Source: an optimization exercise on an open RTL-to-GDS flow (aim: small area). Production flows keep margins and buffers that such runs may drop.
At most, simulation tests tie the RTL to the original design; equivalence was not proved.
The flow treats the clock pin as an ideal source, which a real chip does not have.

old:
==> flow/design.v <==
module EECS3216_Project(input MAX10_CLK1_50, input rst, input KEY1, output reg [9:0] LEDR,
								output reg [6:0] HEX0, HEX1, HEX2, HEX3,
								output reg	rdyLight, speedOneLight, speedTwoLight, speedThreeLight);
localparam [2:0] S_RDY = 3'd0, S_ONE = 3'd1, S_TWO = 3'd2, S_THREE = 3'd3;
localparam [2:0] S_LOSE = 3'd4, S_LOSE_SHOWN = 3'd5, S_WIN = 3'd6, S_WIN_SHOWN = 3'd7;
reg [2:0] st;
reg [7:0] counter;      
reg [4:0] lp;
function automatic is_pos(input [4:0] j, input integer k);
	case (k)
		0: is_pos = !j[4] && !j[0];
		1: is_pos = j[0] && !j[1];
		2: is_pos = j[1] && !j[2];
		3: is_pos = j[2] && !j[3];
		4: is_pos = j[3] && !j[4];
		5: is_pos = j[4] && j[0];
		6: is_pos = !j[0] && j[1];
		7: is_pos = !j[1] && j[2];
		8: is_pos = !j[2] && j[3];
		default: is_pos = !j[3] && j[4];
	endcase
endfunction
reg [2:0] gs;           
reg toggle, blink;
reg [1:0] p;
reg sw, led4, led5;
wire over = st[2];
wire first = (p == 2'd3) && (st == S_RDY);
wire is_rdy = (st[1:0] == 2'd0);
wire press = !KEY1 && toggle;
wire hit = is_pos(lp, 4);
wire good = press && hit;
wire [7:0] c = counter;
reg tick;
always @* begin
	case (st[1:0])
		2'd1: tick = c[7] & c[6] & c[2] & c[1];
		2'd3: tick = c[6] | (c[5] & c[4]);
		default: tick = c[7] | (c[6] & c[5] & (c[4] | c[3] | c[2] | c[1]));
	endcase
end
wire blink_v = blink | (good && st[1:0] != 2'd3);
wire blink_tick = tick && !over && is_rdy && blink_v;
wire sweep_tick = tick && !over && !(is_rdy && blink_v);
wire lp_hi = lp[4] && !lp[2];    
wire gs_zero = gs == 3'd0;
reg [2:0] nst;
always @* begin
	nst = st;
	case (st)
		S_RDY: if (!blink && (gs[1] | gs[0])) nst = {1'b0, gs[1:0]};
		S_ONE: if (gs_zero) nst = S_LOSE; else if (gs[1]) nst = S_RDY;
		S_TWO: if (gs_zero) nst = S_LOSE; else if (gs[0]) nst = S_RDY;
		S_THREE: if (gs_zero) nst = S_LOSE; else if (gs[2]) nst = S_WIN;
		default: nst = {1'b1, st[1], 1'b1};
	endcase
end
always @(posedge MAX10_CLK1_50) begin
	if (rst) begin
		st <= S_RDY;
		counter <= 0;
		lp <= 5'b00000;
		gs <= 3'd1;
		toggle <= 1;
		blink <= 1;
		sw <= 0;
		led4 <= 0;
		led5 <= 0;
		p <= 2'd3;
	end else begin
		st <= nst;
		counter <= tick ? 8'd0 : counter + 8'd1;
		if (KEY1) toggle <= 1;
		if (press) begin
			toggle <= 0;
			if (!hit) gs <= 3'd0;
			else gs <= {gs[2] | (gs[1] & gs[0]), gs[1] ^ gs[0], !gs[2] & !gs[0]};    
		end
		if (!over) p <= st[1:0];
		if (blink_tick) begin
			if (!lp_hi) begin
				led5 <= !led5;
				sw <= 0;
				lp <= {lp[3:0], !lp[4]};
			end else begin
				led5 <= 0;
				lp <= 5'b10000;
			end
		end else if (sweep_tick) begin
			sw <= 1;
			if (hit) led4 <= 1;
			if (is_pos(lp, 3)) led4 <= 0;
			if (is_pos(lp, 5)) led5 <= 1;
			if (hit) led5 <= 0;
			lp <= {!lp[0], lp[4:1]};
		end else if (good && !over) begin
			lp <= 5'b00000;
			sw <= 0;
		end
		blink <= blink_v && !(blink_tick && lp_hi);
	end
end
integer i;
always @* begin
	for (i = 0; i < 10; i = i + 1)
		LEDR[i] = sw && is_pos(lp, (i + 9) % 10);
	LEDR[4] = led4;
	LEDR[5] = led5;
	rdyLight = p != 2'd0 && !first;
	speedOneLight = p != 2'd1 && !first;
	speedTwoLight = p != 2'd2 && !first;
	speedThreeLight = p != 2'd3;
	HEX3 = 7'b1111111; HEX2 = 7'b1111111; HEX1 = 7'b1111111; HEX0 = 7'b1111111;
	if (st == S_LOSE_SHOWN) begin
		HEX3 = 7'b1000111; HEX2 = 7'b1000000; HEX1 = 7'b0010010; HEX0 = 7'b0000110;
	end else if (st == S_WIN_SHOWN) begin
		HEX2 = 7'b0010001; HEX1 = 7'b0001000; HEX0 = 7'b0010001;
	end
end
endmodule
Settings: LEC_CHECK=0, CAP_MARGIN=20, CORE_MARGIN=2, CORE_UTILIZATION=40, SLEW_MARGIN=20; clock period 10.0 ns.
standard.sh (not shown) runs the stock make flow with config.mk's settings and CLKGATE_MAP_FILE= SYNTH_SCRIPT=/design/flow/synth_recipe.tcl, a recipe that flattens the netlist after the stock synthesis.
==> flow/flow/run.sh <==
#!/bin/bash
# Own layout flow: the standard flow, with these changes.
#  1. After the standard synthesis, the combinational logic is re-mapped for area with
#     ABC (flow/resynth.sh, script flow/area.abc, four random seeds, smallest kept). Every
#     flip-flop instance is kept as the standard synthesis made it (same names, same cells).
#     The re-mapped netlist is proved equivalent to the standard one (flow/eqcheck.sh),
#     else the standard one is used.
#  2. Ports are buffered with sky130_fd_sc_hd__buf_1 instead of the default buffer.
#  3. The clock tree is built from clkbuf_8 without dummy loads; its root buffer, which
#     drives only the leaf buffers, is then made a clkbuf_1 (flow/post_cts.tcl).
# Each tool's output goes to its own log file in this folder.
set -euo pipefail
export BUFFER_PORTS_ARGS="-buffer_cell sky130_fd_sc_hd__buf_1"
export CTS_ARGS="-sink_clustering_enable -repair_clock_nets -dont_use_dummy_load -buf_list sky130_fd_sc_hd__clkbuf_8"
export POST_CTS_TCL="$PWD/flow/post_cts.tcl"
YOSYS=yosys
if ! command -v yosys >/dev/null 2>&1; then YOSYS="$FLOW_HOME/../tools/install/yosys/bin/yosys"; fi
export YOSYS
R=orfs/results/${FLOW_PLATFORM:-sky130hd}/EECS3216_Project/base
bash standard.sh synth > synth_make.log 2>&1
cp $R/1_2_yosys.v std_synth.v
for s in 1 2 3 4; do
  sed "s/&deepsyn -T 20/&deepsyn -T 20 -S $s/" flow/area.abc > area_s$s.abc
  ( bash flow/resynth.sh std_synth.v resynth_s$s.v "$PWD/area_s$s.abc" > resynth_s$s.log 2>&1 &&
    bash flow/eqcheck.sh std_synth.v resynth_s$s.v > eqcheck_s$s.log 2>&1 ) || true &
done
wait
best=""; best_area=""
for s in 1 2 3 4; do
  if grep -q EQUIV_OK eqcheck_s$s.log 2>/dev/null; then
    a=$(grep "Chip area" resynth_s$s.log | tail -1 | awk '{print $NF}')
    if [[ -z "$best" ]] || awk "BEGIN{exit !($a < $best_area)}"; then best=$s; best_area=$a; fi
  fi
done
if [[ -n "$best" ]]; then
  cp resynth_s$best.v $R/1_2_yosys.v
  echo "using re-mapped netlist from seed $best, area $best_area" > netlist_choice.log
else
  echo "using standard netlist" > netlist_choice.log
fi
touch $R/1_2_yosys.v
bash standard.sh > finish_make.log 2>&1
Other scripts of this flow, unchanged in this note and not shown: flow/flow/area.abc, flow/flow/eqcheck.sh, flow/flow/post_cts.tcl, flow/flow/resynth.sh
Changes in new relative to old:
-- flow/design.v --
<<< old, line 31
wire hit = is_pos(lp, 4);
wire good = press && hit;
wire [7:0] c = counter;
reg tick;
always @* begin
	case (st[1:0])
		2'd1: tick = c[7] & c[6] & c[2] & c[1];
		2'd3: tick = c[6] | (c[5] & c[4]);
		default: tick = c[7] | (c[6] & c[5] & (c[4] | c[3] | c[2] | c[1]));
	endcase
end
>>> new, line 31
wire hit = is_pos(lp, 4);
wire good = press && hit;
reg tick;
always @* begin
	case (st[1:0])
		2'd1: tick = counter >= 8'd198;
		2'd3: tick = counter >= 8'd48;
		default: tick = counter >= 8'd98;
	endcase
end
<<< old, line 44
wire sweep_tick = tick && !over && !(is_rdy && blink_v);
wire lp_hi = lp[4] && !lp[2];    
wire gs_zero = gs == 3'd0;
reg [2:0] nst;
always @* begin
	nst = st;
	case (st)
		S_RDY: if (!blink && (gs[1] | gs[0])) nst = {1'b0, gs[1:0]};
		S_ONE: if (gs_zero) nst = S_LOSE; else if (gs[1]) nst = S_RDY;
		S_TWO: if (gs_zero) nst = S_LOSE; else if (gs[0]) nst = S_RDY;
		S_THREE: if (gs_zero) nst = S_LOSE; else if (gs[2]) nst = S_WIN;
		default: nst = {1'b1, st[1], 1'b1};
	endcase
end
>>> new, line 43
wire sweep_tick = tick && !over && !(is_rdy && blink_v);
wire lp_hi = lp[4] && !lp[2];    
reg [2:0] nst;
always @* begin
	nst = st;
	case (st)
		S_RDY: if (!blink) begin
			if (gs == 3'd1) nst = S_ONE;
			else if (gs == 3'd2) nst = S_TWO;
			else if (gs == 3'd3) nst = S_THREE;
		end
		S_ONE: if (gs == 3'd0) nst = S_LOSE; else if (gs == 3'd2) nst = S_RDY;
		S_TWO: if (gs == 3'd0) nst = S_LOSE; else if (gs == 3'd3) nst = S_RDY;
		S_THREE: if (gs == 3'd0) nst = S_LOSE; else if (gs == 3'd4) nst = S_WIN;
		S_LOSE: nst = S_LOSE_SHOWN;
		S_WIN: nst = S_WIN_SHOWN;
		default: nst = st;
	endcase
end
<<< old, line 75
			toggle <= 0;
			if (!hit) gs <= 3'd0;
			else gs <= {gs[2] | (gs[1] & gs[0]), gs[1] ^ gs[0], !gs[2] & !gs[0]};    
		end
		if (!over) p <= st[1:0];
>>> new, line 79
			toggle <= 0;
			if (!hit) gs <= 3'd0;
			else if (gs != 3'd4) gs <= gs + 3'd1;
		end
		if (!over) p <= st[1:0];
==> comparison <==
new reached the final stage; the timing, design-rule and antenna checks on its layout passed. Delta (new minus old): wire length on met2 went up 5.1%, number of tap cells inserted went up 33%, non-clock buffer count held, design area went up 39 um2, total wire length went up about 8%. Comparing new and old, the higher post-route clock period utilization is on new. Comparing new with old, the fraction of layout cells with a size suffix above 1 came out essentially unchanged. new gives less final weighted congestion of routability-driven global placement than old did. In new the worst reg2reg path depth turned out 1 higher than in old.
Only the layout flow was run in old; the RTL was not checked for function there.

==> afterwards: timing with drivers on the ports <==
No port has a modelled driver above. Below, the same layouts with a new extraction and two added sets of constraints. Step 1 (the two cells are an assumption about what drives the block):
set clk [get_ports {MAX10_CLK1_50}]
set_driving_cell -lib_cell sky130_fd_sc_hd__clkbuf_16 $clk
set_driving_cell -lib_cell sky130_fd_sc_hd__buf_2 [delete_from_list [all_inputs] $clk]
Step 2 moves the port delays by t, midway between the first and last clock arrival at a register: inputs arrive t later, outputs are due t later. That takes back most of the time a late clock gives input paths. a / b / c = ideal ports / drivers / drivers and shift; a / b = the first two.
| run | t, ns | setup slack, ns | worst setup path at the end | slew at the worst register clock pin (ns) |
|---|---|---|---|---|
| old | 0.359 | 6.494 / 6.473 / 6.322 | input to register | 0.08 / 0.08 |
| new | 0.349 | 6.438 / 6.418 / 6.327 | input to register | 0.09 / 0.09 |
After both steps every run listed still meets setup and hold. For old, which loses most, drivers alone change the setup slack by -0.021 ns; drivers and shift together by -0.172 ns.
